This is an optimization exercise on Yosys and OpenROAD, whose aim is small area and a short achievable clock period, not a production implementation. The RTL was checked by simulation tests, not by an equivalence proof against the original design. Power is estimated from default activity; no workload was simulated.

==> flow/design.v (outline; a module is shown in full before it is edited, if it fits) <==
// module ex_alu: 1018 lines
// module cx_nand2: 1 lines
// module cx_nor2: 1 lines
// module cx_xor2: 1 lines
// module cx_xnor2: 1 lines
// module cx_inv: 1 lines
// module cx_a21oi: 1 lines
// module cx_o21ai: 1 lines
// module cx_a22oi: 1 lines
// module cx_a222oi: 2 lines
// module cx_mx2i: 1 lines
// module cx_a21boi: 1 lines
// module cx_o21bai: 1 lines
// module cx_nand3: 1 lines
// module CPU: 168 lines
// module id_decode: 68 lines
// module br_taken: 6 lines
// module cpu_eq32: 5 lines
// module next_pc: 15 lines
// module cpu_mux2: 5 lines
// module rf_rdbit: 13 lines
// module rf_aoi222: 5 lines
// module cpu_adder32: 169 lines
module CPU(reset, clk, imem_addr, imem_data, mem_addr, mem_wdata, mem_rdata, mem_read, mem_write);
  // ...
==> flow/flow/run.sh <==
#!/bin/bash
# Layout: the standard ORFS flow (standard.sh), with
#  - timing repair aimed below the clock period (repair_timing runs until the setup
#    slack reaches SETUP_SLACK_MARGIN),
#  - plain buffers on the ports instead of the delay cells buffer_ports picks,
#  - clock tree synthesis without dummy loads.
# ORFS writes each step's full log under orfs/logs; make's own output goes to flow.log.
set -euo pipefail
bash standard.sh \
    SETUP_SLACK_MARGIN=6.5 \
    "BUFFER_PORTS_ARGS=-buffer_cell sky130_fd_sc_hd__buf_2" \
    "CTS_ARGS=-sink_clustering_enable -repair_clock_nets -dont_use_dummy_load" \
    finish > flow.log 2>&1
==> flow/standard.sh <==
#!/bin/bash
# synth_recipe.tcl (not shown) runs the flow's synth.tcl, then flattens the netlist and writes it again
# the make line also repeats each setting of config.mk as NAME=value (left out here)
make -C /OpenROAD-flow-scripts/flow DESIGN_CONFIG=/design/flow/config.mk WORK_HOME=/design/flow/orfs CLKGATE_MAP_FILE= SYNTH_SCRIPT=/design/flow/synth_recipe.tcl "${@:-finish}"
==> flow/config.mk <==
export PLATFORM = sky130hd
export DESIGN_NAME = CPU
export DESIGN_NICKNAME = CPU
export VERILOG_FILES = /design/flow/design.v
export SDC_FILE = /design/flow/constraint.sdc
export NUM_CORES = 8
export LEC_CHECK = 0
export CAP_MARGIN = 20
export CORE_MARGIN = 2
export CORE_UTILIZATION = 40
export SLEW_MARGIN = 20
export SYNTH_HIERARCHICAL = 1
==> flow/constraint.sdc <==
create_clock -name core_clock -period 10.0 [get_ports {clk}]
set_input_delay 2.0000 -clock core_clock [delete_from_list [all_inputs] [get_ports {clk}]]
set_output_delay 2.0000 -clock core_clock [all_outputs]
set_load 0.01 [all_outputs]
==> run summary, run 1 <==
Setup TNS 0 ns; Distinct cells, synth 101; Critical Path AT 4.49 ns; Final nets 5,439; Seq. pwr 8.40 mW; grt met1 use 39.7%; Setup crit start ir[31]$_DFF_PN0_; Finished Cell Area 0.0760 mm2; P_comb 5.04 mW; ys async rst share 7.73%; Period Utilization, post-route 38.4%; Syn Area/Cell 13.3 um2; Routed WL 289 mm; Fmax 0.260 GHz; Signal buf overhead 3.42%; met1 WL 101 mm; worst reg2reg path depth 14; Critical Path Source Type flop; grt total ovfl 0; I/O pins 164; Synth Flop Type edfxtp_1; reg2reg start ir[31]$_DFF_PN0_; placed cell count 7,227; status no timing/DRC/antenna violations; CP peak stage delay 0.52 ns; initial antenna violation count 15
==> module CPU, before the edit <==
module CPU(reset, clk, imem_addr, imem_data, mem_addr, mem_wdata, mem_rdata, mem_read, mem_write);
input reset, clk;
output [31:0] imem_addr;
input [31:0] imem_data;
output [31:0] mem_addr;
output [31:0] mem_wdata;
input [31:0] mem_rdata;
output mem_read;
output mem_write;
reg [31:0] PC;
reg [31:0] ir;           
reg [31:0] pc4_id;       
reg [31:0] rf1_id, rf2_id;   
reg        hit1_id, hit2_id;  
reg [31:0] d1_ex;        
reg [31:0] d2x_ex;       
reg [31:0] e_ex;         
reg        fwdA_ex, fwdB_ex, fwdS_ex;
reg        mrd_ex, mwr_ex, rw_ex, mv_ex, wv_ex, link_ex;
reg [4:0]  wreg_ex;
reg        sub_ex, add_ex, slt_ex, sh_ex, k1_ex, k2_ex, k3_ex;
reg [1:0]  sop_ex;
reg [31:0] outZ_mem, d2_mem;
reg        mrd_mem, mwr_mem, mv_mem, wv_mem, link_mem;
reg [4:0]  wreg_mem;
reg [31:0] wdata_wb;
reg [31:0] rf [1:31];
reg [31:1] rvalid;
wire [4:0] nrs = imem_data[25:21];
wire [4:0] nrt = imem_data[20:16];
wire [30:0] sel1, sel2;
wire [31:0] rf1_if, rf2_if;
genvar gj, gb;
generate
    for (gj = 1; gj < 32; gj = gj + 1) begin : dec1
        assign sel1[gj-1] = rvalid[gj] && (nrs == gj);
        assign sel2[gj-1] = rvalid[gj] && (nrt == gj);
    end
    for (gb = 0; gb < 32; gb = gb + 1) begin : rdcol
        wire [30:0] col;
        for (gj = 1; gj < 32; gj = gj + 1) begin : c
            assign col[gj-1] = rf[gj][gb];
        end
        rf_rdbit u1 (.s(sel1), .d(col), .y(rf1_if[gb]));
        rf_rdbit u2 (.s(sel2), .d(col), .y(rf2_if[gb]));
    end
endgenerate
wire hit1_if = wv_mem && (wreg_mem == nrs);
wire hit2_if = wv_mem && (wreg_mem == nrt);
wire [4:0] rs = ir[25:21];
wire [4:0] rt = ir[20:16];
wire is_branch, is_jump, is_jr, undef, is_lw, is_sw, regwrite, mv, wv;
wire alusrc1, alusrc2, link;
wire [4:0] wreg;
wire sub_d, add_d, slt_d, log_d, sh_d;
wire [1:0] lop_d, sop_d;
wire [31:0] lu_out;
id_decode dec (.ir(ir), .is_branch(is_branch), .is_jump(is_jump), .is_jr(is_jr), .undef(undef),
    .is_lw(is_lw), .is_sw(is_sw), .regwrite(regwrite), .wreg(wreg), .mv(mv), .wv(wv),
    .alusrc1(alusrc1), .alusrc2(alusrc2), .link(link),
    .sub(sub_d), .add(add_d), .slt(slt_d), .log(log_d), .sh(sh_d), .lop(lop_d), .sop(sop_d),
    .lu_out(lu_out));
wire [31:0] rf1 = hit1_id ? wdata_wb : rf1_id;
wire [31:0] rf2 = hit2_id ? wdata_wb : rf2_id;
wire ex_hit_rs = (wreg_ex == rs);
wire ex_hit_rt = (wreg_ex == rt);
wire loaduse = !is_sw && mrd_ex && (ex_hit_rs || ex_hit_rt);
wire special = rw_ex && (is_branch || is_jr) && (wreg_ex != 5'd0) && (ex_hit_rs || ex_hit_rt);
wire exflush = loaduse || special;
wire ifflush = is_branch || is_jump || is_jr || exflush;
wire fwdA_d = !alusrc1 && mv_ex && ex_hit_rs;
wire fwdB_d = !alusrc2 && mv_ex && ex_hit_rt;
wire fwdS_d = is_sw && mv_ex && ex_hit_rt;
wire mem_hit_rs = (wreg_mem == rs);
wire mem_hit_rt = (wreg_mem == rt);
wire wbA = !alusrc1 && wv_mem && mem_hit_rs;
wire wbB = (!alusrc2 || is_sw) && wv_mem && mem_hit_rt && !(rw_ex && ex_hit_rs);
wire [31:0] rt_val = wbB ? outZ_mem : rf2;
wire eab, ezb, eaz;
cpu_eq32 c0 (.x(rf1), .y(rf2), .e(eab));
cpu_eq32 c1 (.x(outZ_mem), .y(rf2), .e(ezb));
cpu_eq32 c2 (.x(rf1), .y(outZ_mem), .e(eaz));
wire fa = mv_mem && mem_hit_rs;
wire fb = mv_mem && mem_hit_rt;
wire br_ok = is_branch && !undef && !exflush;
wire [3:0] brsel = {br_ok && fa && fb, br_ok && !fa && fb, br_ok && fa && !fb, br_ok && !fa && !fb};
wire [31:0] pc_other, pc_btgt, pc4_next;
next_pc npc (.pc(PC), .ir(ir), .rf1(rf1), .undef(undef), .exflush(exflush), .is_branch(is_branch),
    .is_jump(is_jump), .is_jr(is_jr), .pc_other(pc_other), .btgt(pc_btgt), .pc4(pc4_next));
wire [1:0] brt;
br_taken bt0 (.sel(brsel), .eab(eab), .ezb(ezb), .eaz(eaz), .t(brt[0]));
br_taken bt1 (.sel(brsel), .eab(eab), .ezb(ezb), .eaz(eaz), .t(brt[1]));
wire [31:0] PC_next;
generate
    for (gb = 0; gb < 32; gb = gb + 1) begin : pcm
        cpu_mux2 m (.a0(pc_other[gb]), .a1(pc_btgt[gb]), .s(brt[gb/16]), .y(PC_next[gb]));
    end
endgenerate
assign imem_addr = PC;
always @(negedge reset or posedge clk)
    if (!reset) PC <= 32'h0;
    else PC <= PC_next;
always @(negedge reset or posedge clk)
    if (!reset) ir <= 32'h0;
    else ir <= ifflush ? 32'h0 : imem_data;
always @(posedge clk) begin
    pc4_id <= pc4_next;
    rf1_id <= rf1_if;
    rf2_id <= rf2_if;
end
always @(negedge reset or posedge clk)
    if (!reset) begin
        hit1_id <= 1'b0; hit2_id <= 1'b0;
    end else begin
        hit1_id <= hit1_if; hit2_id <= hit2_if;
    end
always @(posedge clk) begin
    d1_ex <= alusrc1 ? {27'h0, ir[10:6]} : (wbA ? outZ_mem : rf1);
    d2x_ex <= (alusrc2 ? lu_out : rt_val) ^ {32{sub_d}};
    e_ex  <= link ? pc4_id : rt_val;
    wreg_ex <= wreg;
    sub_ex <= sub_d; add_ex <= add_d; slt_ex <= slt_d; sh_ex <= sh_d; sop_ex <= sop_d;
    k1_ex <= log_d && !lop_d[1];                 
    k2_ex <= log_d && (lop_d == 2'd1 || lop_d == 2'd2);   
    k3_ex <= log_d && (lop_d == 2'd3);           
    link_ex <= link;
end
always @(negedge reset or posedge clk)
    if (!reset) begin
        fwdA_ex <= 1'b0; fwdB_ex <= 1'b0; fwdS_ex <= 1'b0; mrd_ex <= 1'b0; mwr_ex <= 1'b0;
        rw_ex <= 1'b0; mv_ex <= 1'b0; wv_ex <= 1'b0;
    end else if (exflush) begin
        fwdA_ex <= 1'b0; fwdB_ex <= 1'b0; fwdS_ex <= 1'b0; mrd_ex <= 1'b0; mwr_ex <= 1'b0;
        rw_ex <= 1'b0; mv_ex <= 1'b0; wv_ex <= 1'b0;
    end else begin
        fwdA_ex <= fwdA_d; fwdB_ex <= fwdB_d; fwdS_ex <= fwdS_d; mrd_ex <= is_lw; mwr_ex <= is_sw;
        rw_ex <= regwrite; mv_ex <= mv; wv_ex <= wv;
    end
wire [31:0] alu_out;
ex_alu alu0 (.d1(d1_ex), .d2x(d2x_ex), .z(outZ_mem), .sub(sub_ex), .fwdA(fwdA_ex), .fwdB(fwdB_ex),
    .add(add_ex), .slt(slt_ex), .k1(k1_ex), .k2(k2_ex), .k3(k3_ex), .sh(sh_ex), .sop(sop_ex), .y(alu_out));
always @(posedge clk) begin
    outZ_mem <= alu_out;
    d2_mem <= fwdS_ex ? outZ_mem : e_ex;
    wreg_mem <= wreg_ex;
    link_mem <= link_ex;
end
always @(negedge reset or posedge clk)
    if (!reset) begin
        mrd_mem <= 1'b0; mwr_mem <= 1'b0; mv_mem <= 1'b0; wv_mem <= 1'b0;
    end else begin
        mrd_mem <= mrd_ex; mwr_mem <= mwr_ex; mv_mem <= mv_ex; wv_mem <= wv_ex;
    end
assign mem_addr = outZ_mem;
assign mem_wdata = d2_mem;
assign mem_read = mrd_mem;
assign mem_write = mwr_mem;
wire [31:0] wdata = mrd_mem ? mem_rdata : link_mem ? d2_mem : outZ_mem;
always @(posedge clk) wdata_wb <= wdata;
integer i;
always @(posedge clk)
    for (i = 1; i < 32; i = i + 1)
        if (wv_mem && wreg_mem == i) rf[i] <= wdata;
always @(negedge reset or posedge clk)
    if (!reset) rvalid <= 31'h0;
    else for (i = 1; i < 32; i = i + 1)
        if (wv_mem && wreg_mem == i) rvalid[i] <= 1'b1;
endmodule
==> run 2: changes to the inputs <==
--- a/flow/design.v
+++ b/flow/design.v
@@ -1030,6 +1030,9 @@
 module cx_a21boi(a1, a2, b1_n, y); input a1, a2, b1_n; output y; assign y = ~((a1 & a2) | ~b1_n); endmodule
 module cx_o21bai(a1, a2, b1_n, y); input a1, a2, b1_n; output y; assign y = ~((a1 | a2) & ~b1_n); endmodule
 module cx_nand3(a, b, c, y); input a, b, c; output y; assign y = ~(a & b & c); endmodule
+module cx_nand4(a, b, c, d, y); input a, b, c, d; output y; assign y = ~(a & b & c & d); endmodule
+module cx_nor3(a, b, c, y); input a, b, c; output y; assign y = ~(a | b | c); endmodule
+module cx_and3(a, b, c, y); input a, b, c; output y; assign y = a & b & c; endmodule
 module CPU(reset, clk, imem_addr, imem_data, mem_addr, mem_wdata, mem_rdata, mem_read, mem_write);
 input reset, clk;
 output [31:0] imem_addr;
@@ -1042,8 +1045,10 @@
 reg [31:0] PC;
 reg [31:0] ir;           
 reg [31:0] pc4_id;       
-reg [31:0] rf1_id, rf2_id;   
+reg [31:0] rf1n_id, rf2n_id;  
 reg        hit1_id, hit2_id;  
+reg        br_id, jmp_id, jr_id, und_id, sw_id, nas1_id, as2_id, nbs_id, link_id;
+reg        exh_rs, exh_rt, memh_rs, memh_rt;
 reg [31:0] d1_ex;        
 reg [31:0] d2x_ex;       
 reg [31:0] e_ex;         
@@ -1055,70 +1060,76 @@
 reg [31:0] outZ_mem, d2_mem;
 reg        mrd_mem, mwr_mem, mv_mem, wv_mem, link_mem;
 reg [4:0]  wreg_mem;
-reg [31:0] wdata_wb;
+reg [31:0] wdatan_wb;
 reg [31:0] rf [1:31];
 reg [31:1] rvalid;
+wire ifflush;
+wire [4:0] wreg;
 wire [4:0] nrs = imem_data[25:21];
 wire [4:0] nrt = imem_data[20:16];
 wire [30:0] sel1, sel2;
-wire [31:0] rf1_if, rf2_if;
+wire [31:0] rf1n_if, rf2n_if;
+rf_dec dc1 (.n(nrs), .valid(rvalid), .sel(sel1));
+rf_dec dc2 (.n(nrt), .valid(rvalid), .sel(sel2));
 genvar gj, gb;
 generate
-    for (gj = 1; gj < 32; gj = gj + 1) begin : dec1
-        assign sel1[gj-1] = rvalid[gj] && (nrs == gj);
-        assign sel2[gj-1] = rvalid[gj] && (nrt == gj);
-    end
     for (gb = 0; gb < 32; gb = gb + 1) begin : rdcol
         wire [30:0] col;
         for (gj = 1; gj < 32; gj = gj + 1) begin : c
             assign col[gj-1] = rf[gj][gb];
         end
-        rf_rdbit u1 (.s(sel1), .d(col), .y(rf1_if[gb]));
-        rf_rdbit u2 (.s(sel2), .d(col), .y(rf2_if[gb]));
+        rf_rdbit_n u1 (.s(sel1), .d(col), .yn(rf1n_if[gb]));
+        rf_rdbit_n u2 (.s(sel2), .d(col), .yn(rf2n_if[gb]));
     end
 endgenerate
 wire hit1_if = wv_mem && (wreg_mem == nrs);
 wire hit2_if = wv_mem && (wreg_mem == nrt);
+wire [31:0] ir_next = ifflush ? 32'h0 : imem_data;
+wire n_br, n_jmp, n_jr, n_und, n_sw, n_as1, n_as2, n_link;
+id_decode pdec (.ir(ir_next), .is_branch(n_br), .is_jump(n_jmp), .is_jr(n_jr), .undef(n_und),
+    .is_lw(), .is_sw(n_sw), .regwrite(), .wreg(), .mv(), .wv(), .alusrc1(n_as1), .alusrc2(n_as2),
+    .link(n_link), .sub(), .add(), .slt(), .log(), .sh(), .lop(), .sop(), .lu_out());
+wire [4:0] rs_next = ir_next[25:21];
+wire [4:0] rt_next = ir_next[20:16];
 wire [4:0] rs = ir[25:21];
 wire [4:0] rt = ir[20:16];
-wire is_branch, is_jump, is_jr, undef, is_lw, is_sw, regwrite, mv, wv;
-wire alusrc1, alusrc2, link;
-wire [4:0] wreg;
+wire is_lw, regwrite, mv, wv;
 wire sub_d, add_d, slt_d, log_d, sh_d;
 wire [1:0] lop_d, sop_d;
 wire [31:0] lu_out;
-id_decode dec (.ir(ir), .is_branch(is_branch), .is_jump(is_jump), .is_jr(is_jr), .undef(undef),
-    .is_lw(is_lw), .is_sw(is_sw), .regwrite(regwrite), .wreg(wreg), .mv(mv), .wv(wv),
-    .alusrc1(alusrc1), .alusrc2(alusrc2), .link(link),
+id_decode dec (.ir(ir), .is_branch(), .is_jump(), .is_jr(), .undef(),
+    .is_lw(is_lw), .is_sw(), .regwrite(regwrite), .wreg(wreg), .mv(mv), .wv(wv),
+    .alusrc1(), .alusrc2(), .link(),
     .sub(sub_d), .add(add_d), .slt(slt_d), .log(log_d), .sh(sh_d), .lop(lop_d), .sop(sop_d),
     .lu_out(lu_out));
-wire [31:0] rf1 = hit1_id ? wdata_wb : rf1_id;
-wire [31:0] rf2 = hit2_id ? wdata_wb : rf2_id;
-wire ex_hit_rs = (wreg_ex == rs);
-wire ex_hit_rt = (wreg_ex == rt);
-wire loaduse = !is_sw && mrd_ex && (ex_hit_rs || ex_hit_rt);
-wire special = rw_ex && (is_branch || is_jr) && (wreg_ex != 5'd0) && (ex_hit_rs || ex_hit_rt);
+wire [31:0] rf1, rf2;
+generate
+    for (gb = 0; gb < 32; gb = gb + 1) begin : byp
+        cx_mx2i m1 (.a0(rf1n_id[gb]), .a1(wdatan_wb[gb]), .s(hit1_id), .y(rf1[gb]));
+        cx_mx2i m2 (.a0(rf2n_id[gb]), .a1(wdatan_wb[gb]), .s(hit2_id), .y(rf2[gb]));
+    end
+endgenerate
+wire loaduse = !sw_id && mrd_ex && (exh_rs || exh_rt);
+wire special = rw_ex && (br_id || jr_id) && (wreg_ex != 5'd0) && (exh_rs || exh_rt);
 wire exflush = loaduse || special;
-wire ifflush = is_branch || is_jump || is_jr || exflush;
-wire fwdA_d = !alusrc1 && mv_ex && ex_hit_rs;
-wire fwdB_d = !alusrc2 && mv_ex && ex_hit_rt;
-wire fwdS_d = is_sw && mv_ex && ex_hit_rt;
-wire mem_hit_rs = (wreg_mem == rs);
-wire mem_hit_rt = (wreg_mem == rt);
-wire wbA = !alusrc1 && wv_mem && mem_hit_rs;
-wire wbB = (!alusrc2 || is_sw) && wv_mem && mem_hit_rt && !(rw_ex && ex_hit_rs);
+assign ifflush = br_id || jmp_id || jr_id || exflush;
+wire fwdA_d = nas1_id && mv_ex && exh_rs;
+wire fwdB_d = !as2_id && mv_ex && exh_rt;
+wire fwdS_d = sw_id && mv_ex && exh_rt;
+wire wbA = nas1_id && wv_mem && memh_rs;
+wire wbB = !nbs_id && wv_mem && memh_rt && !(rw_ex && exh_rs);
 wire [31:0] rt_val = wbB ? outZ_mem : rf2;
 wire eab, ezb, eaz;
 cpu_eq32 c0 (.x(rf1), .y(rf2), .e(eab));
 cpu_eq32 c1 (.x(outZ_mem), .y(rf2), .e(ezb));
 cpu_eq32 c2 (.x(rf1), .y(outZ_mem), .e(eaz));
-wire fa = mv_mem && mem_hit_rs;
-wire fb = mv_mem && mem_hit_rt;
-wire br_ok = is_branch && !undef && !exflush;
+wire fa = mv_mem && memh_rs;
+wire fb = mv_mem && memh_rt;
+wire br_ok = br_id && !und_id && !exflush;
 wire [3:0] brsel = {br_ok && fa && fb, br_ok && !fa && fb, br_ok && fa && !fb, br_ok && !fa && !fb};
 wire [31:0] pc_other, pc_btgt, pc4_next;
-next_pc npc (.pc(PC), .ir(ir), .rf1(rf1), .undef(undef), .exflush(exflush), .is_branch(is_branch),
-    .is_jump(is_jump), .is_jr(is_jr), .pc_other(pc_other), .btgt(pc_btgt), .pc4(pc4_next));
+next_pc npc (.pc(PC), .ir(ir), .rf1(rf1), .undef(und_id), .exflush(exflush), .is_branch(br_id),
+    .is_jump(jmp_id), .is_jr(jr_id), .pc_other(pc_other), .btgt(pc_btgt), .pc4(pc4_next));
 wire [1:0] brt;
 br_taken bt0 (.sel(brsel), .eab(eab), .ezb(ezb), .eaz(eaz), .t(brt[0]));
 br_taken bt1 (.sel(brsel), .eab(eab), .ezb(ezb), .eaz(eaz), .t(brt[1]));
@@ -1133,12 +1144,23 @@
     if (!reset) PC <= 32'h0;
     else PC <= PC_next;
 always @(negedge reset or posedge clk)
-    if (!reset) ir <= 32'h0;
-    else ir <= ifflush ? 32'h0 : imem_data;
+    if (!reset) begin
+        ir <= 32'h0;
+        br_id <= 1'b0; jmp_id <= 1'b0; jr_id <= 1'b0; und_id <= 1'b0; sw_id <= 1'b0;
+        nas1_id <= 1'b0; as2_id <= 1'b0; nbs_id <= 1'b0; link_id <= 1'b0;
+    end else begin
+        ir <= ir_next;
+        br_id <= n_br; jmp_id <= n_jmp; jr_id <= n_jr; und_id <= n_und; sw_id <= n_sw;
+        nas1_id <= !n_as1; as2_id <= n_as2; nbs_id <= n_as2 && !n_sw; link_id <= n_link;
+    end
 always @(posedge clk) begin
     pc4_id <= pc4_next;
-    rf1_id <= rf1_if;
-    rf2_id <= rf2_if;
+    rf1n_id <= rf1n_if;
+    rf2n_id <= rf2n_if;
+    exh_rs <= (wreg == rs_next);
+    exh_rt <= (wreg == rt_next);
+    memh_rs <= (wreg_ex == rs_next);
+    memh_rt <= (wreg_ex == rt_next);
 end
 always @(negedge reset or posedge clk)
     if (!reset) begin
@@ -1147,15 +1169,15 @@
         hit1_id <= hit1_if; hit2_id <= hit2_if;
     end
 always @(posedge clk) begin
-    d1_ex <= alusrc1 ? {27'h0, ir[10:6]} : (wbA ? outZ_mem : rf1);
-    d2x_ex <= (alusrc2 ? lu_out : rt_val) ^ {32{sub_d}};
-    e_ex  <= link ? pc4_id : rt_val;
+    d1_ex <= !nas1_id ? {27'h0, ir[10:6]} : (wbA ? outZ_mem : rf1);
+    d2x_ex <= (as2_id ? lu_out : rt_val) ^ {32{sub_d}};
+    e_ex  <= link_id ? pc4_id : rt_val;
     wreg_ex <= wreg;
     sub_ex <= sub_d; add_ex <= add_d; slt_ex <= slt_d; sh_ex <= sh_d; sop_ex <= sop_d;
     k1_ex <= log_d && !lop_d[1];                 
     k2_ex <= log_d && (lop_d == 2'd1 || lop_d == 2'd2);   
     k3_ex <= log_d && (lop_d == 2'd3);           
-    link_ex <= link;
+    link_ex <= link_id;
 end
 always @(negedge reset or posedge clk)
     if (!reset) begin
@@ -1165,7 +1187,7 @@
         fwdA_ex <= 1'b0; fwdB_ex <= 1'b0; fwdS_ex <= 1'b0; mrd_ex <= 1'b0; mwr_ex <= 1'b0;
         rw_ex <= 1'b0; mv_ex <= 1'b0; wv_ex <= 1'b0;
     end else begin
-        fwdA_ex <= fwdA_d; fwdB_ex <= fwdB_d; fwdS_ex <= fwdS_d; mrd_ex <= is_lw; mwr_ex <= is_sw;
+        fwdA_ex <= fwdA_d; fwdB_ex <= fwdB_d; fwdS_ex <= fwdS_d; mrd_ex <= is_lw; mwr_ex <= sw_id;
         rw_ex <= regwrite; mv_ex <= mv; wv_ex <= wv;
     end
 wire [31:0] alu_out;
@@ -1188,7 +1210,7 @@
 assign mem_read = mrd_mem;
 assign mem_write = mwr_mem;
 wire [31:0] wdata = mrd_mem ? mem_rdata : link_mem ? d2_mem : outZ_mem;
-always @(posedge clk) wdata_wb <= wdata;
+always @(posedge clk) wdatan_wb <= ~wdata;
 integer i;
 always @(posedge clk)
     for (i = 1; i < 32; i = i + 1)
@@ -1297,23 +1319,45 @@
 output y;
 assign y = s ? a1 : a0;
 endmodule
-module rf_rdbit(s, d, y);
+module rf_rdbit_n(s, d, yn);
 input [30:0] s, d;
-output y;
+output yn;
 wire [10:0] g;
+wire [2:0] h;
 genvar k;
 generate
     for (k = 0; k < 10; k = k + 1) begin : grp
-        rf_aoi222 u (.a(s[3*k]), .b(d[3*k]), .c(s[3*k+1]), .d(d[3*k+1]), .e(s[3*k+2]), .f(d[3*k+2]), .y(g[k]));
+        cx_a222oi u (.a1(s[3*k]), .a2(d[3*k]), .b1(s[3*k+1]), .b2(d[3*k+1]), .c1(s[3*k+2]), .c2(d[3*k+2]), .y(g[k]));
     end
 endgenerate
-assign g[10] = ~(s[30] & d[30]);
-assign y = ~(&g);
+cx_nand2 u10 (.a(s[30]), .b(d[30]), .y(g[10]));
+cx_nand4 v0 (.a(g[0]), .b(g[1]), .c(g[2]), .d(g[3]), .y(h[0]));
+cx_nand4 v1 (.a(g[4]), .b(g[5]), .c(g[6]), .d(g[7]), .y(h[1]));
+cx_nand3 v2 (.a(g[8]), .b(g[9]), .c(g[10]), .y(h[2]));
+cx_nor3 o (.a(h[0]), .b(h[1]), .c(h[2]), .y(yn));
 endmodule
-module rf_aoi222(a, b, c, d, e, f, y);
-input a, b, c, d, e, f;
-output y;
-assign y = ~((a & b) | (c & d) | (e & f));
+module rf_dec(n, valid, sel);
+input [4:0] n;
+input [31:1] valid;
+output [30:0] sel;
+wire [4:0] nn;
+wire [7:0] hi;
+wire [3:0] lo;
+genvar k;
+generate
+    for (k = 0; k < 5; k = k + 1) begin : iv
+        cx_inv u (.a(n[k]), .y(nn[k]));
+    end
+    for (k = 0; k < 8; k = k + 1) begin : h
+        cx_nor3 u (.a(k & 4 ? nn[4] : n[4]), .b(k & 2 ? nn[3] : n[3]), .c(k & 1 ? nn[2] : n[2]), .y(hi[k]));
+    end
+    for (k = 0; k < 4; k = k + 1) begin : l
+        cx_nor2 u (.a(k & 2 ? nn[1] : n[1]), .b(k & 1 ? nn[0] : n[0]), .y(lo[k]));
+    end
+    for (k = 1; k < 32; k = k + 1) begin : s
+        cx_and3 u (.a(valid[k]), .b(hi[k/4]), .c(lo[k%4]), .y(sel[k-1]));
+    end
+endgenerate
 endmodule
 module cpu_adder32(a, b, cin, y);
 input [31:0] a, b;
--- a/flow/flow/run.sh
+++ b/flow/flow/run.sh
@@ -9,5 +9,5 @@
 bash standard.sh \
     SETUP_SLACK_MARGIN=6.5 \
     "BUFFER_PORTS_ARGS=-buffer_cell sky130_fd_sc_hd__buf_2" \
-    "CTS_ARGS=-sink_clustering_enable -repair_clock_nets -dont_use_dummy_load" \
+    "CTS_ARGS=-sink_clustering_enable -repair_clock_nets -dont_use_dummy_load -buf_list sky130_fd_sc_hd__clkbuf_8 -sink_clustering_size 12 -sink_clustering_max_diameter 80" \
     finish > flow.log 2>&1
==> run 2 against run 1 <==
Clock power decreased by 34%. Critical path type is now reg -> out. Largest cell class unchanged. Clock skew is 0.0090 ns higher. Worst hold slack better by 0.0041 ns. Count of clock-buffer cells in the layout shrank 13. Non-clock buffer count is 47 higher. Final cell count grew 0.76%. Critical path depth shrank 12. Utilization is 1.7 points lower. Sequential share of layout area up 1.8 points. Global-route usage grew 0.69 points.
==> run summary, run 2 <==
GRT Util Overall 31.2%; vias in the first global route 49,900; port buffer count 163; setup violators final 0; Largest register FFs 992; Final nets 5,482 (+0.79%); root buf cell clkbuf_8; area delta synth->final 11.8%; PD cells 209 mW/mm2; post-route setup slack 6.45 ns; ANT nets after route 0; clock-pin slew on the worst setup and hold paths 0.08 ns; Reg power frac 51.6%; initial antenna violation count 14 (-1); I/O pins 164 (unchanged); power share of the clock group 20.4%; Die X 411 um; Num Clock Sinks 1,423; WP data required 8.00 ns; status no timing/DRC/antenna violations; die height 411 um; row cnt 149; Fmax 0.282 GHz (+8.2%); First DRT Iteration DRCs 11,500; switch share 35.1%; Hold Fails Final Rpt 0; Starting Density 40.2%; mapped cell area 0.0663 mm2; Max Slew Vio Count 0; Die Footprint 0.169 mm2; Hold WS 0.331 ns; Int Pwr 10.1 mW; clk latency of the worst-skew pair 0.93 ns; via count 52,300; CTS tree built; Num CTS Buffers 138; wire per inst 36.1 um; clock skew 0.110 ns; post-synthesis cell count 4,983; layout cells sized above 1 19.8%; commonest non-fill, non-tap cell in the layout edfxtp_1; drt via density 6.90; Slew @ Worst Pin 1.26 ns; largest fanout on the critical path 2; Critical Path AT 1.55 ns (-2.94 ns); Max-cap violations 0; worst hold path type reg -> reg; Comb pwr share 28.0%; number of remaining DRC errors 0; Pre-antenna DRT Iters 13; Syn. warnings 9; RSZ-0062 raised after global routing true; Worst Setup Slack post-DPL 5.27 ns; Final HPWL DP 170 mm; clk buf depth 3; CORE AREA 0.165 mm2; Setup TNS 0 ns (unchanged); Period Utilization, post-route 35.5% (-2.9 points); Syn Area/Cell 13.3 um2 (+0.34%); CTS Hold Bufs 0; grt total ovfl 0 (unchanged); first-pass GRT wire length 377 mm; commonest cells after routing, fill and taps aside 992 x edfxtp_1, 673 x a222oi_1, 345 x mux2i_1; gpl congestion 0.998; largest net degree at the start of global routing 98; Critical Path Source Type flop; Tmin final 3.55 ns; Worst Setup End Kind output pin; Crit Path Class reg -> out; NetSw 5.44 mW; Max-slew headroom 16.3%; static leakage 25.8 nW; Routed WL 274 mm (-5.2%); Top reg by flops rf; worst vdd ir 0.194 mV; CTS H-tree depth 4
[run 2: per-layer routing]
layer	global-route usage (%)	vias to the layer above	share of wire [%]
li1	-	21400	-
met1	39.7	25900	36
met2	48.0	4124	44
met3	8.42	834	13
met4	17.5	8	6.4
met5	0	-	0.018
[run 2: metrics by stage]
stage / util [%] / area, um2 / power [mW] / std cells
floorplan: - / 66300 / 10.2 / 4985
global placement: 42.8 / 70600 / 11.9 / 7333
detailed placement: 42.9 / 70600 / 12.0 / 7333
CTS: 44.7 / 73700 / 15.3 / 7556
global route: 44.9 / 74100 / 16.0 / 7567
finish: 44.9 / 74100 / 15.5 / 7572
[run 2: critical path: stages, from the launching register on]
cell and delay [ns]:
dfrtp_2 0.43, buf_12 0.15, buf_6 0.12
[run 2: worst paths after layout]
check	cells after the start	to	slack (ns)	start
min in group asynchronous	1	ir[24]$_DFF_PN0_	1.14	reset
max	2	mem_read	6.45	mrd_mem$_DFF_PN0_
min reg2reg	0	link_mem$_DFF_P_	0.33	link_ex$_DFF_P_
min	0	link_mem$_DFF_P_	0.33	link_ex$_DFF_P_
max reg2reg	10	PC[18]$_DFF_PN0_	6.50	wreg_ex[1]$_DFF_P_
max in group asynchronous	2	hit2_id$_DFF_PN0_	7.52	reset
[run 2: area by class of cell]
type / instances / area [um2]
diodes: 7 / 17.5
multi-input cells: 3298 / 26900
flip-flops and latches: 1423 / 39200
clock buffers: 138 / 1900
fillers: 14800 / 90700
repair buffers: 407 / 2920
well taps: 2189 / 2740
inverters: 110 / 413
[run 2: power by group through the flow]
stage | combinational, mW | sequential [mW] | clock (mW)
6_report | 4.33 | 8.01 | 3.16
5_1_grt | 4.54 | 8.04 | 3.41
4_1_cts | 4.14 | 7.98 | 3.19
3_5_place_dp | 3.62 | 8.36 | 0
3_3_place_gp | 3.57 | 8.35 | 0
2_1_floorplan | 2.25 | 7.92 | 0
[run 2: timing repair]
action                                  in CTS  in global routing
pin swaps                                    2                  0
gates cloned                                 3                  1
resized for setup                          155                 50
buffers inserted                            82                  5
endpoints found under the setup margin     174                 83
==> run 3: changes to the inputs <==
--- a/flow/flow/run.sh
+++ b/flow/flow/run.sh
@@ -9,5 +9,5 @@
 bash standard.sh \
     SETUP_SLACK_MARGIN=6.5 \
     "BUFFER_PORTS_ARGS=-buffer_cell sky130_fd_sc_hd__buf_2" \
-    "CTS_ARGS=-sink_clustering_enable -repair_clock_nets -dont_use_dummy_load -buf_list sky130_fd_sc_hd__clkbuf_8 -sink_clustering_size 12 -sink_clustering_max_diameter 80" \
+    "CTS_ARGS=-sink_clustering_enable -repair_clock_nets -dont_use_dummy_load" \
     finish > flow.log 2>&1
==> run 3 against run 2 <==
Still clean on timing, DRC and antenna. Critical path depth is 5 higher. Worst hold slack got worse by 0.0042 ns. Maximum frequency up 0.16%. Sequential power increased by 3.7%. Global-route usage shrank 0.21 points. Clock power grew 51%. Sequential share of layout area decreased by 0.98 points. Critical endpoint is now rf2n_id[5]$_DFF_P_.
==> run summary, run 3 <==
gpl congestion 0.998 (unchanged); initial antenna violation count 16 (+2); power share of the clock group 28.2% (+7.8 points); Max Slew Vio Count 0 (unchanged); Comb pwr share 22.8% (-5.2 points); Syn Area/Cell 13.3 um2 (unchanged); storage element area 0.0392 mm2 (about the same); worst vdd ir 0.166 mV (-14%); RSZ-0062 raised after global routing false; Period Utilization, post-route 35.4% (-0.056 points); Syn. warnings 9 (unchanged); Hold WS 0.326 ns (-0.00422 ns); commonest non-fill, non-tap cell in the layout edfxtp_1; Starting Density 40.2% (unchanged); Num CTS Buffers 151 (+9.4%); CORE AREA 0.165 mm2 (unchanged); status no timing/DRC/antenna violations; Final HPWL DP 170 mm (unchanged); drt via density 6.94 (+0.50%); Finished Cell Area 0.0755 mm2 (+1.9%); clk latency of the worst-skew pair 0.80 ns (-0.13 ns); CTS tree built; Critical Path Source Type input port; port buffer count 163 (unchanged); setup violators final 0 (unchanged); Slew @ Worst Pin 1.26 ns (+0.00528 ns); Reg power frac 49.1% (-2.5 points); NetSw 5.58 mW (+2.5%); wire per inst 36.2 um (+0.16%); static leakage 26.4 nW (+2.1%); number of remaining DRC errors 0 (unchanged); clock-pin slew on the worst setup and hold paths 0.05 ns (-0.03 ns); First DRT Iteration DRCs 11,600 (+0.061%); post-synthesis cell count 4,983 (unchanged); multi-input combinational cell area 0.0268 mm2 (-0.19%); Worst Setup End Kind flop; post-route setup slack 6.46 ns (+0.00555 ns); Num Clock Sinks 1,423 (unchanged); worst hold path type reg -> reg; Hold Fails Final Rpt 0 (unchanged); switch share 32.9% (-2.2 points); Pre-antenna DRT Iters 15 (+2); row cnt 149 (unchanged); clk buf depth 3 (unchanged); GRT Util Overall 31.0% (-0.21 points); Routed WL 272 mm (-0.45%); layout cells sized above 1 18.9% (-0.93 points); Die X 411 um (unchanged); ANT nets after route 0 (unchanged); Max-cap violations 0 (unchanged); Top reg by flops rf; Layout fillers 14,700 (-1.1%); Largest register FFs 992 (unchanged); largest fanout on the critical path 32 (+30); Max-slew headroom 15.9% (-0.35 points); commonest cells after routing, fill and taps aside 992 x edfxtp_1, 673 x a222oi_1, 351 x mux2i_1; Die Footprint 0.169 mm2 (unchanged); Int Pwr 11.4 mW (+13%); Worst Setup Slack post-DPL 5.27 ns (unchanged); root buf cell clkbuf_16; Final nets 5,435 (-0.86%); dpl cell area 0.0706 mm2 (unchanged); clock skew 0.0883 ns (-0.0221 ns); grt total ovfl 0 (unchanged); CTS H-tree depth 4 (unchanged); I/O pins 164 (unchanged); via count 52,200 (-0.11%); first-pass GRT wire length 375 mm (-0.59%); WP data required 10.66 ns (+2.66 ns); Critical Path AT 4.21 ns (+2.66 ns); area delta synth->final 13.9%; PD cells 224 mW/mm2 (+7.2%); CTS Hold Bufs 0 (unchanged); mapped cell area 0.0663 mm2 (unchanged); largest net degree at the start of global routing 98 (unchanged); die height 411 um (unchanged); Tmin final 3.54 ns (-0.00555 ns); Fmax 0.282 GHz (+0.16%); Setup TNS 0 ns (unchanged); vias in the first global route 49,600 (-0.73%); Crit Path Class in -> reg
[run 3: metrics by stage]
step	total power, mW	utilization (%)	instances
2_1_floorplan	10.2	-	4985
3_3_place_gp	11.9	42.8	7333
3_5_place_dp	12.0	42.9	7333
4_1_cts	16.8	45.5	7504
5_1_grt	17.4	45.8	7518
6_report	16.9	45.8	7526
[run 3: worst paths after layout]
kind / from / to / slack (ns) / cells past startpoint
max in group asynchronous: reset / hit2_id$_DFF_PN0_ / 7.38 / 2
worst min register to register: link_ex$_DFF_P_ / link_mem$_DFF_P_ / 0.33 / 0
worst max-delay path: imem_data[16] / rf2n_id[5]$_DFF_P_ / 6.46 / 7
min in group asynchronous: reset / ir[23]$_DFF_PN0_ / 1.27 / 1
worst max register to register: wreg_ex[1]$_DFF_P_ / PC[18]$_DFF_PN0_ / 6.55 / 10
worst min-delay path: link_ex$_DFF_P_ / link_mem$_DFF_P_ / 0.33 / 0
[run 3: worst max-delay path: stages]
cell,delay (ns)
buf_2,0.18
nor2_1,0.52
and3_1,0.25
buf_4,0.59
a222oi_1,0.28
nand4_1,0.28
nor3_2,0.07
[run 3: power groups by stage]
| stage | clock, mW | combinational, mW | sequential [mW] |
|---|---|---|---|
| finish | 4.77 | 3.86 | 8.31 |
| CTS | 4.81 | 3.70 | 8.27 |
| global placement | 0 | 3.57 | 8.35 |
| detailed placement | 0 | 3.62 | 8.36 |
| global route | 5.04 | 4.08 | 8.32 |
| floorplan | 0 | 2.25 | 7.92 |
[run 3: layout make-up]
type | instances | area share, %
Antenna cell | 8 | 0.0265
Clock buffer | 151 | 5.01
Inverter | 110 | 0.547
Multi-Input combinational cell | 3298 | 35.6
Sequential cell | 1423 | 51.9
Tap cell | 2189 | 3.63
Timing Repair Buffer | 347 | 3.29
[run 3: timing repair]
item	in CTS	in global routing
pin swaps	2	1
gates cloned	3	1
buffers inserted	17	11
gates resized for setup	136	67
setup endpoints to repair	183	120
[run 3: metal layers]
metal  part of all wire [%]  routed length [um]  track usage [%]  vias to the layer above
li1                       -                   -                -                    21400
met1                     36               99200             39.7                    26000
met2                     44              119000             47.1                     4011
met3                     13               35400             8.22                      839
met4                    6.7               18300             18.1                        8
met5                  0.019                  52                0                        -
==> run 4: changes to the inputs <==
--- a/flow/flow/run.sh
+++ b/flow/flow/run.sh
@@ -9,5 +9,5 @@
 bash standard.sh \
     SETUP_SLACK_MARGIN=6.5 \
     "BUFFER_PORTS_ARGS=-buffer_cell sky130_fd_sc_hd__buf_2" \
-    "CTS_ARGS=-sink_clustering_enable -repair_clock_nets -dont_use_dummy_load" \
+    "CTS_ARGS=-sink_clustering_enable -repair_clock_nets -dont_use_dummy_load -buf_list sky130_fd_sc_hd__clkbuf_16 -sink_clustering_size 20 -sink_clustering_max_diameter 100" \
     finish > flow.log 2>&1
==> run 4 against run 3 <==
Still clean. Via count fell by 0.83%. Critical path depth grew 1. Sequential power hardly changed. Setup slack gained 0.0085 ns. Non-clock buffer count down 7. Synthesized area unchanged. Utilization decreased by 1.0 points. Flip-flop and latch count is the same. Synthesized cell count did not move. Global-route usage decreased by 0.25 points. Sequential share of layout area increased by 1.2 points. Largest cell class unchanged. Largest power group unchanged. Highest routed layer unchanged.
==> run summary, run 4 <==
multi-input combinational cell area 0.0269 mm2 (+0.36%); commonest cells after routing, fill and taps aside 992 x edfxtp_1, 673 x a222oi_1, 342 x mux2i_1; cells along the critical path buf_2 > inv_1 > nor3_2 > and3_1 > buf_4 > a222oi_1 > nand4_1 > nor3_2; root buf cell clkbuf_16; CTS tree built; Starting Density 40.2% (unchanged); number of remaining DRC errors 0 (unchanged); Final HPWL DP 170 mm (unchanged); Syn. warnings 9 (unchanged); clock-pin slew on the worst setup and hold paths 0.09 ns (+0.04 ns); Fmax 0.283 GHz (+0.24%); drt via density 6.95 (+0.19%); Critical Path Source Type input port; Die Footprint 0.169 mm2 (unchanged); Period Utilization, post-route 35.4% (-0.085 points); Worst Setup Slack post-DPL 5.27 ns (unchanged); static leakage 25.5 nW (-3.2%); clock skew 0.0856 ns (-0.00272 ns); commonest non-fill, non-tap cell in the layout edfxtp_1; Hold Path End link_mem$_DFF_P_; worst hold path type reg -> reg; post-route setup slack 6.46 ns (+0.00848 ns); WP data required 10.56 ns (-0.10 ns); Critical Path AT 4.10 ns (-0.11 ns); CORE AREA 0.165 mm2 (unchanged); area delta synth->final 11.4%; Max Slew Vio Count 0 (unchanged); port buffer count 163 (unchanged); Syn Area/Cell 13.3 um2 (unchanged); first-pass GRT wire length 372 mm (-0.69%); Top reg by flops rf; CTS Hold Bufs 0 (unchanged); status no timing/DRC/antenna violations; Slew @ Worst Pin 1.32 ns (+0.0590 ns); reg2reg start wreg_ex[1]$_DFF_P_; worst reg2reg path depth 10 (unchanged); Slowest cell on crit path buf_4; Worst Setup End Kind flop; PD cells 210 mW/mm2 (-6.4%); Overall Power 15.5 mW (-8.4%); ANT nets after route 0 (unchanged); dpl cell area 0.0706 mm2 (unchanged); largest fanout on the critical path 32 (unchanged); wire per inst 36.3 um (+0.45%); Pre-antenna DRT Iters 12 (-3); Crit Path Class in -> reg; Num CTS Buffers 82 (-46%); HP Start link_ex$_DFF_P_; Routed WL 271 mm (-0.58%); Hold Fails Final Rpt 0 (unchanged); CP peak stage delay 0.51 ns (-0.08 ns); I/O pins 164 (unchanged); Max-cap violations 0 (unchanged); clk buf depth 3 (unchanged); Hold WS 0.332 ns (+0.00593 ns); grt total ovfl 0 (unchanged); Max-slew headroom 12.0% (-3.9 points); RSZ-0062 raised after global routing false; layout cells sized above 1 18.0% (-0.91 points); worst r2r dst PC[18]$_DFF_PN0_; Final nets 5,359 (-1.4%); initial antenna violation count 12 (-4); setup violators final 0 (unchanged); post-synthesis cell count 4,983 (unchanged); largest net degree at the start of global routing 98 (unchanged); met1 WL 99.0 mm (-0.26%); via count 51,800 (-0.83%); row cnt 149 (unchanged); storage element area 0.0392 mm2 (about the same); mapped cell area 0.0663 mm2 (unchanged); vias in the first global route 48,900 (-1.3%); gpl congestion 0.998 (unchanged); Worst Hold Depth 0 (unchanged); clk latency of the worst-skew pair 0.75 ns (-0.05 ns); Num Clock Sinks 1,423 (unchanged); met3 routed WL 34.6 mm (-2.2%); Largest register FFs 992 (unchanged); setup slack, reg-to-reg 6.54 ns (about the same); Layout fillers 14,800 (+1.1%); worst vdd ir 0.149 mV (-10%); cell mode on critical path nor3_2; Met2 Wirelength 120 mm (+0.19%); die height 411 um (unchanged); uppermost layer routed met5; First DRT Iteration DRCs 12,000 (+3.6%); GRT Util Overall 30.7% (-0.25 points); Tmin final 3.54 ns (-0.00848 ns); CTS H-tree depth 3 (-1); Die X 411 um (unchanged); Setup TNS 0 ns (unchanged); Finished Cell Area 0.0738 mm2 (-2.2%)
-- run 4: routing by layer --
metal / track usage (%) / vias to the layer above
met5: 0 / -
met4: 16.6 / 8
met3: 7.42 / 751
met2: 47.3 / 4045
met1: 39.9 / 25800
li1: - / 21200
-- run 4: cell type report --
cell class | count | share of cell area (%)
timing repair buffer | 340 | 3.34
antenna | 7 | 0.0237
multi-input combinational | 3298 | 36.5
tap | 2189 | 3.71
inverter | 110 | 0.560
clock buffer | 82 | 2.78
sequential | 1423 | 53.1
-- run 4: power breakdown --
group | internal [mW] | total [mW] | switching (mW) | leakage (nW)
registers | 7.45 | 8.30 | 0.855 | 13.1
clock network | 1.46 | 3.36 | 1.90 | 1.01
logic | 1.25 | 3.84 | 2.59 | 11.4
-- run 4: stage by stage --
| stage | instances | utilization (%) |
|---|---|---|
| floorplan | 4985 | - |
| global placement | 7333 | 42.8 |
| detailed placement | 7333 | 42.9 |
| CTS | 7427 | 44.4 |
| global route | 7443 | 44.8 |
| finish | 7449 | 44.8 |
-- run 4: worst max path at each step --
stage / from / endpoint / slack (ns) / cells past startpoint
3_3_place_gp: imem_data[24] / rf1n_id[20]$_DFF_P_ / 5.32 / 8
6_report: imem_data[19] / rf2n_id[2]$_DFF_P_ / 6.46 / 8
5_1_grt: imem_data[24] / rf1n_id[1]$_DFF_P_ / 6.49 / 8
3_5_place_dp: imem_data[24] / rf1n_id[18]$_DFF_P_ / 5.27 / 8
2_1_floorplan: imem_data[30] / link_id$_DFF_PN0_ / 6.37 / 7
4_1_cts: fwdB_ex$_DFF_PN0_ / outZ_mem[0]$_DFF_P_ / 6.49 / 11
-- run 4: timing repair --
item                                    CTS  global route
gates resized for setup                 133            97
gates cloned                              3             1
endpoints found under the setup margin  181           137
pin swaps                                 2             3
endpoints found under the hold margin     0             0
setup buffers                             9            14
-- run 4: worst max-delay path, delay by kind of cell --
| kind | cells | cell delay, ns |
|---|---|---|
| AND/OR/NAND/NOR | 4 | 0.82 |
| buffers and inverters | 3 | 1.03 |
| AO/OA/AOI/OAI | 1 | 0.15 |
==> run 5: changes to the inputs <==
--- a/flow/design.v
+++ b/flow/design.v
@@ -1110,7 +1110,7 @@
     end
 endgenerate
 wire loaduse = !sw_id && mrd_ex && (exh_rs || exh_rt);
-wire special = rw_ex && (br_id || jr_id) && (wreg_ex != 5'd0) && (exh_rs || exh_rt);
+wire special = mv_ex && (br_id || jr_id) && (exh_rs || exh_rt);    
 wire exflush = loaduse || special;
 assign ifflush = br_id || jmp_id || jr_id || exflush;
 wire fwdA_d = nas1_id && mv_ex && exh_rs;
==> flow/flow/run.sh (replaced) <==
#!/bin/bash
# Layout: the standard ORFS flow (standard.sh), with
#  - timing repair aimed below the clock period (repair_timing runs until the setup
#    slack reaches SETUP_SLACK_MARGIN),
#  - plain buffers on the ports instead of the delay cells buffer_ports picks,
#  - clock tree synthesis without dummy loads, with larger leaf clusters and only the
#    largest clock buffer, which needs fewer buffers in all.
# ORFS writes each step's full log under orfs/logs; make's own output goes to flow.log.
set -euo pipefail
bash standard.sh \
    SETUP_SLACK_MARGIN=6.2 \
    "BUFFER_PORTS_ARGS=-buffer_cell sky130_fd_sc_hd__buf_2" \
    "CTS_ARGS=-sink_clustering_enable -repair_clock_nets -dont_use_dummy_load -buf_list sky130_fd_sc_hd__clkbuf_16 -sink_clustering_size 20 -sink_clustering_max_diameter 100" \
    finish > flow.log 2>&1
==> run 5 against run 4 <==
Still clean on timing, DRC and antenna. Utilization shrank 0.40 points. Count of clock-buffer cells in the layout grew 1. Sequential power fell by 2%. Register-to-register slack worse by 0.37 ns. Die area about the same. Clock skew increased by 0.034 ns. Synthesized cell count is essentially flat. Global-route usage is 1.2 points lower. Critical path type unchanged. Largest power group unchanged.
==> run summary, run 5 <==
clk latency of the worst-skew pair 0.75 ns (about the same); Non-Filler Instances 7,439 (-0.13%); largest net degree at the start of global routing 98 (unchanged); Final nets 5,354 (-0.093%); GRT Util Overall 29.5% (-1.2 points); Routed WL 260 mm (-4.1%); clk buf depth 3 (unchanged); first-pass GRT wire length 362 mm (-2.7%); Num Clock Sinks 1,423 (unchanged); Largest register FFs 992 (unchanged); worst vdd ir 0.136 mV (-8.8%); Syn Area/Cell 13.3 um2 (about the same); NetSw 5.31 mW (-0.66%); layout cells sized above 1 15.9% (-2.1 points); Crit Path Class in -> reg; CTS H-tree depth 3 (unchanged); Fmax 0.258 GHz (-8.8%); PD cells 212 mW/mm2 (+0.92%); Die Footprint 0.169 mm2 (about the same); via count 51,400 (-0.75%); Pre-antenna DRT Iters 11 (-1); Hold WS 0.330 ns (-0.00225 ns); post-synthesis cell count 4,981 (-0.040%); setup violators final 0 (unchanged); status no timing/DRC/antenna violations; Layout fillers 14,700 (-0.81%); Max-cap violations 0 (unchanged); mapped cell area 0.0662 mm2 (about the same); Setup TNS 0 ns (unchanged); Max Slew Vio Count 0 (unchanged); gpl congestion 1.02 (+2.2%); clock-pin slew on the worst setup and hold paths 0.09 ns (about the same); WP data required 10.58 ns (+0.02 ns); I/O pins 164 (unchanged); worst hold path type reg -> reg; Slew @ Worst Pin 1.18 ns (-0.142 ns); dpl cell area 0.0707 mm2 (+0.10%); Syn. warnings 9 (unchanged); Die X 411 um (about the same); Int Pwr 10.2 mW (+0.22%); wire per inst 34.9 um (-3.9%); Critical Path AT 4.45 ns (+0.35 ns); initial antenna violation count 7 (-5); Top reg by flops rf; port buffer count 163 (unchanged); vias in the first global route 48,700 (-0.40%); commonest non-fill, non-tap cell in the layout edfxtp_1; Final HPWL DP 164 mm (-3.4%); Starting Density 40.2% (about the same); drt via density 6.91 (-0.61%); placed cell count 7,347 (+0.19%); root buf cell clkbuf_16; Overall Power 15.5 mW (about the same); RSZ-0062 raised after global routing false; Tmin final 3.88 ns (+0.339 ns); CORE AREA 0.165 mm2 (-0.11%); Hold Fails Final Rpt 0 (unchanged); static leakage 25.4 nW (-0.63%); largest fanout on the critical path 32 (unchanged); Max-slew headroom 21.5% (+9.5 points); clock skew 0.120 ns (+0.0340 ns); area delta synth->final 10.3%; ANT nets after route 0 (unchanged); Period Utilization, post-route 38.8% (+3.4 points); Worst Setup End Kind flop; power share of the clock group 21.8% (about the same); Num CTS Buffers 83 (+1.2%); commonest cells after routing, fill and taps aside 992 x edfxtp_1, 673 x a222oi_1, 367 x mux2i_1; CTS tree built; Comb pwr share 25.8% (+1.0 points); Reg power frac 52.4% (-1.2 points); Finished Cell Area 0.0731 mm2 (-1.0%); die height 411 um (about the same); number of remaining DRC errors 0 (unchanged); First DRT Iteration DRCs 11,800 (-1.7%); row cnt 149 (unchanged); switch share 34.3% (-0.20 points); grt total ovfl 0 (unchanged); Critical Path Source Type input port
run 5: final timing paths:
check,from,endpoint,slack (ns),cells past startpoint
min reg2reg,link_ex$_DFF_P_,link_mem$_DFF_P_,0.33,0
max in group asynchronous,reset,fwdA_ex$_DFF_PN0_,7.16,2
min,link_ex$_DFF_P_,link_mem$_DFF_P_,0.33,0
min in group asynchronous,reset,PC[25]$_DFF_PN0_,1.36,1
max,imem_data[25],rf1n_id[8]$_DFF_P_,6.12,8
max reg2reg,hit2_id$_DFF_PN0_,PC[14]$_DFF_PN0_,6.17,9
run 5: per-layer routing:
| layer | part of all wire, % | global-route usage (%) |
|---|---|---|
| met4 | 5.9 | 14.8 |
| met2 | 44 | 45.1 |
| met1 | 37 | 38.9 |
| met5 | 0.028 | 0.170 |
| met3 | 13 | 7.53 |
run 5: timing repair:
action                                 4_1_cts  5_1_grt
hold buffers                                 0        0
setup buffers                                3        2
pin swaps                                    1        1
setup endpoints to repair                   65       55
endpoints found under the hold margin        0        0
resized for setup                           10       30
run 5: metrics by stage:
step / setup WS [ns] / util (%)
CTS: 6.20 / 44.3
finish: 6.12 / 44.4
detailed placement: 5.45 / 42.9
floorplan: 6.22 / -
global route: 6.19 / 44.4
global placement: 5.46 / 42.9
run 5: final cells by class:
| class | count | area (um2) | share of cell area (%) |
|---|---|---|---|
| diodes | 2 | 5.00 | 0.00685 |
| clock buffers | 83 | 2080 | 2.84 |
| inverters | 114 | 428 | 0.586 |
| multi-input cells | 3291 | 26500 | 36.3 |
| flip-flops and latches | 1423 | 39000 | 53.5 |
| well taps | 2189 | 2740 | 3.75 |
| repair buffers | 337 | 2210 | 3.03 |
run 5: power by group through the flow:
stage               logic [mW]  clock network, mW  registers [mW]
finish                    3.99               3.38            8.12
floorplan                 2.29                  0            7.94
global route              4.23               3.62            8.16
detailed placement        3.84                  0            8.22
CTS                       3.85               3.41            8.08
global placement          3.78                  0            8.21
run 5: worst max-delay path: stages:
cell      delay, ns
buf_2          0.37
inv_1          0.20
nor3_2         0.35
and3_1         0.22
buf_4          0.49
a222oi_1       0.26
nand4_1        0.40
nor3_2         0.09
==> run 6: changes to the inputs <==
--- a/flow/flow/run.sh
+++ b/flow/flow/run.sh
@@ -8,7 +8,7 @@
 # ORFS writes each step's full log under orfs/logs; make's own output goes to flow.log.
 set -euo pipefail
 bash standard.sh \
-    SETUP_SLACK_MARGIN=6.2 \
+    SETUP_SLACK_MARGIN=5.9 \
     "BUFFER_PORTS_ARGS=-buffer_cell sky130_fd_sc_hd__buf_2" \
     "CTS_ARGS=-sink_clustering_enable -repair_clock_nets -dont_use_dummy_load -buf_list sky130_fd_sc_hd__clkbuf_16 -sink_clustering_size 20 -sink_clustering_max_diameter 100" \
     finish > flow.log 2>&1
==> run 6 against run 5 <==
Worst hold slack improved by 0.00081 ns. Global-route usage rose by 0.28 points. Sequential power barely moved. Still clean on timing, DRC and antenna. Non-clock buffer count fell by 8. Synthesized cell count did not move. Highest routed layer unchanged. Power barely moved. Setup slack got worse by 0.17 ns.
==> run summary, run 6 <==
Fmax 0.247 GHz (-4.3%); mapped cell area 0.0662 mm2 (unchanged); Setup crit start imem_data[17]; Max Slew Vio Count 0 (unchanged); post-synthesis cell count 4,981 (unchanged); commonest cells after routing, fill and taps aside 992 x edfxtp_1, 673 x a222oi_1, 384 x mux2i_1; Critical Path Source Type input port; clock-pin slew on the worst setup and hold paths 0.09 ns (about the same); area delta synth->final 10.0%; Largest register FFs 992 (unchanged); via count 51,500 (+0.13%); Syn. warnings 9 (unchanged); CTS Hold Bufs 0 (unchanged); number of remaining DRC errors 0 (unchanged); GRT Util Overall 29.8% (+0.28 points); port buffer count 163 (unchanged); Starting Density 40.2% (unchanged); Final HPWL DP 165 mm (+0.81%); clk buf depth 3 (unchanged); root buf cell clkbuf_16; CTS tree built; worst vdd ir 0.141 mV (+4.1%); static leakage 25.3 nW (-0.42%); largest fanout on the critical path 24 (-25%); First DRT Iteration DRCs 11,500 (-2.3%); Die X 411 um (unchanged); Period Utilization, post-route 40.5% (+1.7 points); Num Clock Sinks 1,423 (unchanged); Hold WS 0.331 ns (+0.000807 ns); wire per inst 35.3 um (+0.99%); row cnt 149 (unchanged); Hold Fails Final Rpt 0 (unchanged); Final nets 5,345 (-0.17%); clock skew 0.103 ns (-0.0166 ns); Slew @ Worst Pin 1.19 ns (+0.00900 ns); largest net degree at the start of global routing 98 (unchanged); placed cell count 7,341 (-0.082%); CORE AREA 0.165 mm2 (unchanged); Tmin final 4.05 ns (+0.174 ns); Top reg by flops rf; reg2reg start hit1_id$_DFF_PN0_; clk latency of the worst-skew pair 0.75 ns (about the same); Critical Path AT 4.59 ns (+0.14 ns); Routed WL 262 mm (+0.86%); grt met1 use 39.2% (+0.34 points); Max-cap violations 0 (unchanged); drt via density 6.93 (+0.25%); grt met2 use 44.7% (-0.30 points); gpl congestion 0.995 (-2.4%); first-pass GRT wire length 363 mm (+0.17%); worst hold path type reg -> reg; Crit Path Class in -> reg; CTS H-tree depth 3 (unchanged); die height 411 um (unchanged); commonest non-fill, non-tap cell in the layout edfxtp_1; Pre-antenna DRT Iters 14 (+3); Setup TNS 0 ns (unchanged); setup violators final 0 (unchanged); status no timing/DRC/antenna violations; Worst Setup End Kind flop; Top Usage Layer GRT met2; Num CTS Buffers 82 (-1.2%); PD cells 212 mW/mm2 (+0.20%); vias in the first global route 48,200 (-1.1%); RSZ-0062 raised after global routing false; Non-Filler Instances 7,430 (-0.12%); final core occ 44.3% (-0.12 points); GR Util met3 8.18% (+0.65 points); layout cells sized above 1 15.3% (-0.58 points); Syn Area/Cell 13.3 um2 (unchanged); Die Footprint 0.169 mm2 (unchanged); Max-slew headroom 20.2% (-1.3 points); grt total ovfl 0 (unchanged); I/O pins 164 (unchanged); initial antenna violation count 9 (+2); HP Start link_ex$_DFF_P_; WP data required 10.54 ns (-0.04 ns); ANT nets after route 0 (unchanged)
[run 6: report_power, final]
part	leakage [nW]	total (mW)	switching [mW]	internal, mW
clock	1.01	3.34	1.89	1.46
combinational	11.1	4.04	2.75	1.28
sequential	13.1	8.10	0.670	7.43
total	25.3	15.5	5.31	10.2
[run 6: path summary, 6_finish.rpt]
path	end	slack [ns]	cells past startpoint
worst max-delay path	rf2n_id[9]$_DFF_P_	5.95	8
min in group asynchronous	PC[22]$_DFF_PN0_	1.37	1
worst min register to register	link_mem$_DFF_P_	0.33	0
max in group asynchronous	fwdB_ex$_DFF_PN0_	7.17	2
worst min-delay path	link_mem$_DFF_P_	0.33	0
worst max register to register	PC[28]$_DFF_PN0_	5.98	10
[run 6: layout make-up]
class | count | area [um2]
tap | 2189 | 2740
sequential | 1423 | 39000
fill | 14900 | 91800
clock buffer | 82 | 2050
multi-input combinational | 3291 | 26500
inverter | 114 | 428
antenna | 2 | 5.00
timing repair buffer | 329 | 2130
[run 6: stage by stage]
stage | setup WS (ns) | area, um2 | total power, mW
after floorplan | 5.90 | 66200 | 10.2
after global placement | 5.41 | 70600 | 12.0
after detailed placement | 5.38 | 70700 | 12.1
after CTS | 5.91 | 72700 | 15.3
after global routing | 5.90 | 72800 | 16.0
final | 5.95 | 72800 | 15.5
[run 6: worst max-delay path, stage by stage]
cell and delay [ns]:
buf_2 0.26, inv_1 0.10, nor2_1 0.53, and3_1 0.66, buf_4 0.54, a222oi_1 0.22
nand4_1 0.17, nor3_2 0.06
[run 6: per-layer routing]
layer / part of all wire (%) / wire (um)
met5: 0.021 / 56
met4: 6.2 / 16300
met3: 13 / 34400
met2: 43 / 114000
met1: 37 / 97500
[run 6: what timing repair did]
| action | 4_1_cts | 5_1_grt |
|---|---|---|
| gates resized for setup | 4 | 2 |
| pin swaps | 0 | 1 |
| setup buffers | 0 | 2 |
| endpoints found under the setup margin | 33 | 48 |
==> run 7: changes to the inputs <==
--- a/flow/flow/run.sh
+++ b/flow/flow/run.sh
@@ -8,7 +8,7 @@
 # ORFS writes each step's full log under orfs/logs; make's own output goes to flow.log.
 set -euo pipefail
 bash standard.sh \
-    SETUP_SLACK_MARGIN=5.9 \
+    SETUP_SLACK_MARGIN=6.5 \
     "BUFFER_PORTS_ARGS=-buffer_cell sky130_fd_sc_hd__buf_2" \
     "CTS_ARGS=-sink_clustering_enable -repair_clock_nets -dont_use_dummy_load -buf_list sky130_fd_sc_hd__clkbuf_16 -sink_clustering_size 20 -sink_clustering_max_diameter 100" \
     finish > flow.log 2>&1
--- a/flow/config.mk
+++ b/flow/config.mk
@@ -8,5 +8,6 @@
 export CAP_MARGIN = 20
 export CORE_MARGIN = 2
 export CORE_UTILIZATION = 40
+export PLACE_DENSITY = 0.72
 export SLEW_MARGIN = 20
 export SYNTH_HIERARCHICAL = 1
==> run 7 against run 6 <==
Still clean. Non-clock buffer count rose by 1. Clock power barely moved. Maximum frequency rose by 13%. Wire length fell by 3.9%. Design area rose by 0.91%. Flip-flop and latch count did not move. Critical path type unchanged. Largest power group unchanged.
==> run summary, run 7 <==
Largest register FFs 992 (unchanged); layout cells sized above 1 17.8% (+2.5 points); CTS Hold Bufs 0 (unchanged); Num Clock Sinks 1,423 (unchanged); Layout fillers 14,700 (-1.0%); Period Utilization, post-route 36.0% (-4.5 points); die height 411 um (unchanged); Syn Area/Cell 13.3 um2 (unchanged); Starting Density 40.2% (unchanged); CORE AREA 0.165 mm2 (unchanged); PD cells 209 mW/mm2 (-1.4%); clock-pin slew on the worst setup and hold paths 0.08 ns (about the same); Die X 411 um (unchanged); power share of the clock group 21.5% (about the same); Comb pwr share 25.0% (-1.1 points); vias in the first global route 49,200 (+2.1%); CTS tree built; GRT Util Overall 28.3% (-1.5 points); Final nets 5,347 (+0.037%); drt via density 7.03 (+1.5%); static leakage 25.4 nW (+0.59%); Die Footprint 0.169 mm2 (unchanged); root buf cell clkbuf_16; RSZ-0062 raised after global routing true; post-synthesis cell count 4,981 (unchanged); Top reg by flops rf; Critical Path Source Type input port; first-pass GRT wire length 350 mm (-3.4%); area delta synth->final 11.0%; Routed WL 252 mm (-3.9%); gpl congestion 0.992 (-0.30%); Int Pwr 10.1 mW (-0.22%); status no timing/DRC/antenna violations; Overall Power 15.4 mW (-0.54%); largest fanout on the critical path 32 (+33%); largest net degree at the start of global routing 98 (unchanged); via count 52,300 (+1.6%); port buffer count 163 (unchanged); Reg power frac 53.5% (+1.2 points); Pre-antenna DRT Iters 14 (unchanged); clk buf depth 3 (unchanged); CTS H-tree depth 3 (unchanged); Max Slew Vio Count 0 (unchanged); NetSw 5.25 mW (-1.2%); number of remaining DRC errors 0 (unchanged); Num CTS Buffers 81 (-1.2%); Slew @ Worst Pin 1.17 ns (-0.0217 ns); commonest cells after routing, fill and taps aside 992 x edfxtp_1, 673 x a222oi_1, 343 x mux2i_1; ANT nets after route 0 (unchanged); initial antenna violation count 17 (+8); worst hold path type reg -> reg; Fmax 0.278 GHz (+13%); Hold Fails Final Rpt 0 (unchanged); Tmin final 3.60 ns (-0.453 ns); worst vdd ir 0.153 mV (+8.4%); switch share 34.1% (-0.22 points); WP data required 10.62 ns (+0.08 ns); clock skew 0.0803 ns (-0.0227 ns); I/O pins 164 (unchanged); clk latency of the worst-skew pair 0.73 ns (-0.02 ns); Max-slew headroom 22.2% (+2.0 points); Crit Path Class in -> reg; setup slack, reg-to-reg 6.61 ns (+0.63 ns); grt total ovfl 0 (unchanged); First DRT Iteration DRCs 12,100 (+4.9%); Max-cap violations 0 (unchanged); mapped cell area 0.0662 mm2 (unchanged); Syn. warnings 9 (unchanged); row cnt 149 (unchanged); Worst Setup End Kind flop; commonest non-fill, non-tap cell in the layout edfxtp_1; setup violators final 0 (unchanged); Critical Path AT 4.21 ns (-0.38 ns); wire per inst 33.9 um (-4.0%); Setup TNS 0 ns (unchanged); Final HPWL DP 156 mm (-5.8%)
[run 7: final timing paths]
check                                  start             endpoint  depth (start not counted)
hold / removal               link_ex$_DFF_P_     link_mem$_DFF_P_                          0
max in group asynchronous              reset    hit2_id$_DFF_PN0_                          2
hold reg to reg              link_ex$_DFF_P_     link_mem$_DFF_P_                          0
setup / recovery               imem_data[22]  rf1n_id[13]$_DFF_P_                          8
min in group asynchronous              reset     PC[21]$_DFF_PN0_                          1
setup reg to reg           fwdB_ex$_DFF_PN0_  outZ_mem[8]$_DFF_P_                         11
[run 7: area by class of cell]
type                            instances  area [um2]  area share (%)
Sequential cell                      1423       39100            53.2
Multi-Input combinational cell       3293       26900            36.6
Inverter                              114         440           0.599
Timing Repair Buffer                  330        2300            3.13
Tap cell                             2189        2740            3.73
Antenna cell                            6        15.0          0.0204
Clock buffer                           81        2030            2.76
[run 7: critical path, cell delays in order]
cell,delay [ns]
buf_2,0.25
inv_1,0.12
nor2_2,0.44
and3_1,0.23
buf_4,0.54
a222oi_1,0.28
nand4_1,0.22
nor3_2,0.06
[run 7: repair_timing]
item                       CTS  global route
resized for setup          133            97
setup buffers                7            19
setup endpoints to repair  177           123
cloned                       1             1
pin swaps                    7            31
[run 7: per-layer routing]
layer / GRT usage [%] / vias to the layer above / part of all wire [%]
met1: 36.4 / 25500 / 35
li1: - / 21100 / -
met5: 0 / - / 0.12
met2: 42.3 / 4723 / 43
met3: 9.31 / 880 / 16
met4: 15.1 / 20 / 6.4
[run 7: power by group through the flow]
stage,logic [mW],clock network [mW],registers [mW]
5_1_grt,4.06,3.50,8.27
6_report,3.84,3.31,8.24
4_1_cts,3.65,3.31,8.19
3_5_place_dp,3.60,0,8.29
2_1_floorplan,2.29,0,7.94
3_3_place_gp,3.52,0,8.28
[run 7: stage by stage]
step	area, um2	setup WS (ns)	instances	hold WS [ns]	util, %
finish	73500	6.40	7436	0.330	44.7
global route	73500	6.48	7430	0.340	44.6
CTS	73000	6.50	7410	0.331	44.3
detailed placement	70500	5.41	7321	0.314	42.8
global placement	70500	5.46	7321	0.311	42.8
floorplan	66200	6.37	4983	0.310	-

## what the ideal ports hide
The flow's constraints put no driver on any port. The routed layouts listed below were extracted and timed again, unchanged, in two steps.
Step 1 sets driving cells, clkbuf_16 on the clock port and buf_2 on the other inputs (assumed; they add their load-dependent delay and slew).
Step 2 times the ports against the registers' clock, not the clock port: input delays grow and output delays shrink by t, the midpoint of the rising clock arrivals with the driver on.
Slacks: no drivers / after step 1 / after step 2; pairs: no drivers / after step 1.
run | t, ns | setup slack, ns | hold WS [ns]
run 1 | 0.867 | 6.160 / 6.160 / 5.391 | 0.326 / 0.326 / 0.326
run 2 | 0.949 | 6.450 / 6.378 / 5.452 | 0.331 / 0.331 / 0.331
run 3 | 0.839 | 6.456 / 6.421 / 5.584 | 0.326 / 0.326 / 0.326
run 4 | 0.786 | 6.464 / 6.418 / 5.632 | 0.332 / 0.332 / 0.332
run 5 | 0.780 | 6.125 / 6.127 / 5.347 | 0.330 / 0.330 / 0.330
run 6 | 0.780 | 5.951 / 5.970 / 5.190 | 0.331 / 0.331 / 0.331
run 7 | 0.772 | 6.403 / 6.306 / 5.534 | 0.330 / 0.330 / 0.330
After both steps every run listed still meets setup and hold. The setup slack of run 2, which loses most, moves by -0.072 ns with the drivers and by -0.998 ns with both steps.
